Background: an optimization exercise with open tools, aiming at small area and a short achievable clock period. Do not read the settings as production practice. RTL that was checked went through simulation tests only; none was proved equivalent to the original. No activity file was given, so power comes from the tool's default toggle rates.

fjord:
Design apb_pwm, start of the top module:
module	apb_pwm #(parameter DATA_WIDTH = 32,
                        ADDR_WIDTH = 8)(
	input   logic                   PCLK_i,
	input   logic                   PRST_ni,
	input   logic                   PWRITE_i,
	input   logic [ADDR_WIDTH -1:0] PADDR_i,
	input   logic [DATA_WIDTH -1:0] PWDATA_i,
	input   logic                   PSEL_i,PENABLE_i,
	output  logic [DATA_WIDTH -1:0] PRDATA_o,
	output  logic                   o_pwm_1,
	output  logic                   o_pwm_2,
	output  logic                   oe_pwm1,
	output  logic                   oe_pwm2,
	output  logic                   PSLVERR_o,PREADY_o
);
Size in the first run: roughly 1800 cells after synthesis, roughly 370 flip-flops, roughly 83 I/O pins.
make LEC_CHECK=0 CAP_MARGIN=20 CORE_MARGIN=2 CORE_UTILIZATION=30 SLEW_MARGIN=20 finish   # period 5.0 ns
run.sh (not shown) runs the stock make flow with config.mk's settings and CLKGATE_MAP_FILE= SYNTH_SCRIPT=/design/flow/synth_recipe.tcl, a recipe that flattens the netlist after the stock synthesis.
[inputs] sierra vs fjord
# fjord
export LEC_CHECK = 0
export CAP_MARGIN = 20
export CORE_MARGIN = 2
export CORE_UTILIZATION = 30
export SLEW_MARGIN = 20
create_clock -name core_clock -period 5.0 [get_ports {PCLK_i}]
# sierra
export LEC_CHECK = 0
export ABC_AREA = 1
export CAP_MARGIN = 20
export CORE_MARGIN = 2
export CORE_UTILIZATION = 50
export SETUP_SLACK_MARGIN = 2.5
export SLEW_MARGIN = 20
create_clock -name core_clock -period 5.0 [get_ports {PCLK_i}]
Results
- Taking fjord as the reference, in sierra worst endpoint data arrival time -2.23 ns; number of cells on the critical path lower.
- Relative to fjord, area of the die has decreased by about 30% in sierra.
- sierra ended up with input port to asynchronous set/reset pin as its type of the worst min-delay path; fjord ended up with flip-flop to flip-flop.
- sierra vs. fjord: final instance area climbed 14%; share of cell area taken by flip-flops and latches fell 5.6 points; final number of max-transition violations flat; detailed route wirelength on metal2 grew by 26%.
Changes in amber relative to sierra:
# sierra
export LEC_CHECK = 0
export ABC_AREA = 1
export CAP_MARGIN = 20
export CORE_MARGIN = 2
export CORE_UTILIZATION = 50
export SETUP_SLACK_MARGIN = 2.5
export SLEW_MARGIN = 20
create_clock -name core_clock -period 5.0 [get_ports {PCLK_i}]
# amber
export LEC_CHECK = 0
export ABC_CLOCK_PERIOD_IN_PS = 2500
export CAP_MARGIN = 20
export CORE_MARGIN = 2
export CORE_UTILIZATION = 50
export SETUP_SLACK_MARGIN = 2.5
export SLEW_MARGIN = 20
create_clock -name core_clock -period 5.0 [get_ports {PCLK_i}]
Results
Cmp sierra and amber / setup slack / lower: amber
Run comparison: amber most common library cell in the layout ignoring fill and taps edfxtp_1; sierra most common library cell in the layout ignoring fill and taps nand2_1
Cell at the slowest stage of the critical path: clkdlybuf4s50_1 -> sierra, dfrtp_2 -> amber
Going from sierra to amber, fraction of layout cells with a size suffix above 1 higher; worst setup slack before clock tree synthesis lower.
amber: number of vias per cell after detailed routing higher than sierra
When the final numbers for sierra and amber were put side by side, the share of the clock period used by the worst path turned out to be greater in amber.
sierra → amber: count of inserted tapcells fell by about 11%, fraction of the core area covered by cells at the end of the flow saw an increase, total wire length after detailed routing lost about 18%.
No functional check of the RTL was part of any run of this note.

========
ember:
apb_pwm, a different RTL version from the one above (not shown whole).
For scale: ~2100 cells after synthesis, roughly 370 flip-flops, roughly 19000 sq um of cells after synthesis.
Settings: LEC_CHECK=0, CAP_MARGIN=20, CORE_MARGIN=2, CORE_UTILIZATION=50, CTS_BUF_LIST=sky130_fd_sc_hd__clkbuf_16, CTS_CLUSTER_DIAMETER=80, CTS_CLUSTER_SIZE=24, SETUP_SLACK_MARGIN=2.6, SLEW_MARGIN=20, TNS_END_PERCENT=20; clock period 5.0 ns.
standard.sh (not shown) runs the stock make flow with config.mk's settings and CLKGATE_MAP_FILE= SYNTH_SCRIPT=/design/flow/synth_recipe.tcl, a recipe that flattens the netlist after the stock synthesis.
==> flow/flow/run.sh <==
#!/bin/bash
# The standard layout (standard.sh) with these changes:
#  - synthesis keeps adders as plain logic for ABC (no adder-cell extraction)
#    and, when flow/abc.script exists, maps with that ABC script instead of
#    ORFS's; registers and their names are those of the standard synthesis
#  - ports get buf_1 buffers (sized later by repair) instead of delay cells
# make's full output goes to standard.log; ORFS's own logs are in orfs/logs.
set -euo pipefail
W=$PWD
args=(ADDER_MAP_FILE= "BUFFER_PORTS_ARGS=-buffer_cell sky130_fd_sc_hd__buf_1" "SYNTH_SCRIPT=$W/flow/my_synth.tcl")
if [[ -f flow/abc.script ]]; then args+=("MY_ABC_SCRIPT=$W/flow/abc.script"); fi
if [[ -f flow/extra.vars ]]; then while read -r l; do [[ -n "$l" ]] && args+=("$l"); done < flow/extra.vars; fi
bash standard.sh "${args[@]}" finish > standard.log 2>&1
==> flow/flow/abc.script <==
strash
dch -f
map
topo
stime -c
==> flow/flow/my_synth.tcl <==
proc synth {args} { yosys synth -nofsm -noshare {*}$args }
proc abc {args} {
  set i [lsearch -exact $args -script]
  if {$i >= 0 && [info exists ::env(MY_ABC_SCRIPT)] && $::env(MY_ABC_SCRIPT) ne ""} {
    lset args [expr {$i + 1}] $::env(MY_ABC_SCRIPT)
  }
  yosys abc {*}$args
}
source $::env(SCRIPTS_DIR)/synth.tcl
# left out here: clear keep_hierarchy, flatten, clean up, hide names made inside functions, write 1_2_yosys.v
ember ran to completion and came out clean on the timing, design-rule and antenna checks.
For indigo, these inputs were changed with respect to ember:
- a deleted CTS_CLUSTER_DIAMETER that had been 80
- a deleted CTS_CLUSTER_SIZE that had been 24
- a deleted TNS_END_PERCENT that had been 20
- a deleted CTS_BUF_LIST that had been sky130_fd_sc_hd__clkbuf_16
removed: flow/flow/abc.script
[compare] base=ember new=indigo: count of buffering cells on the critical path with inverters included dropped 1, total area of sequential cells barely changed, synthesized area dropped about 3.4%, multi-input combinational gate total dropped 18%, growth of design area from synthesis to finish climbed 3.3 points. NOTE: multi-input gate share of total cell area in indigo exceeds that of ember. Looking at maximum VDD drop, indigo sits about 35% lower than ember does. The final period demand of the worst path number comes out higher for indigo vs ember.
#### Input delta (onyx over indigo)
- setting CTS_CLUSTER_DIAMETER to 80 for the first time
- setting SYNTH_HIERARCHICAL to 1 for the first time
- setting CTS_CLUSTER_SIZE to 24 for the first time
- setting CTS_BUF_LIST to sky130_fd_sc_hd__clkbuf_16 for the first time
- setting SYNTH_MINIMUM_KEEP_SIZE to 0 for the first time
- NOTE sequential power indigo->onyx decreased by a few percent
- The lower die area of indigo and onyx is in indigo.
- Clock power: onyx vs indigo down 32%
- onyx vs. indigo: post-layout total power went down by 17%.
- onyx gives more weighted congestion at the end of routability-driven global placement than indigo did.
- Final area on onyx is up relative to indigo.
- The run showing the smaller worst relative slew slack is onyx.
### onyx -> cedar
- TNS_END_PERCENT: unset -> 0
- SYNTH_MINIMUM_KEEP_SIZE: 0 -> unset
- SYNTH_HIERARCHICAL: 1 -> unset
==> flow/flow/abc.script (new file) <==
strash
dc2
dch
map
topo
stime -c
[summary]
Compared with onyx, cedar shows share of layout cells above drive strength 1 lower by 16 points. Re data required time at the worst endpoint: onyx and cedar aren't equal, and the lower value belongs to cedar. onyx -> cedar: total number of nets in the final design decreased by a few percent. cedar has completed all stages; timing, DRC and antenna checks passed. Relative to onyx, met3 track demand over resource has gone down in cedar.

==> static timing again, ports no longer ideal <==
Ports are ideal in the flow. The routed layouts listed here were re-timed in OpenROAD. Step 1: set_driving_cell puts a clkbuf_16 on PCLK_i and a buf_2 on each other input, an assumption about the parent block. Step 2 also shifts input and output timing later by t, the mid clock arrival at the registers, as if the neighbouring blocks saw the same clock. Slacks: no drivers / after step 1 / after step 2; pairs: no drivers / after step 1.
| run | t (ns) | setup slack, ns | cell pins on the clock port's net |
|---|---|---|---|
| fjord | 0.617 | 1.505 / 1.540 / 0.923 | 1 |
| sierra | 0.633 | 2.526 / 2.468 / 1.941 | 1 |
| amber | 0.625 | 2.221 / 2.221 / 1.952 | 1 |
| ember | 0.637 | 2.581 / 2.581 / 2.007 | 1 |
| indigo | 0.615 | 2.446 / 2.446 / 1.969 | 1 |
| onyx | 0.633 | 2.309 / 2.309 / 2.070 | 1 |
| cedar | 0.601 | 1.076 / 1.076 / 1.076 | 1 |
After both steps setup and hold are still met in every run listed. The setup slack of sierra, which loses most, moves by -0.058 ns with the drivers and by -0.585 ns with both steps.
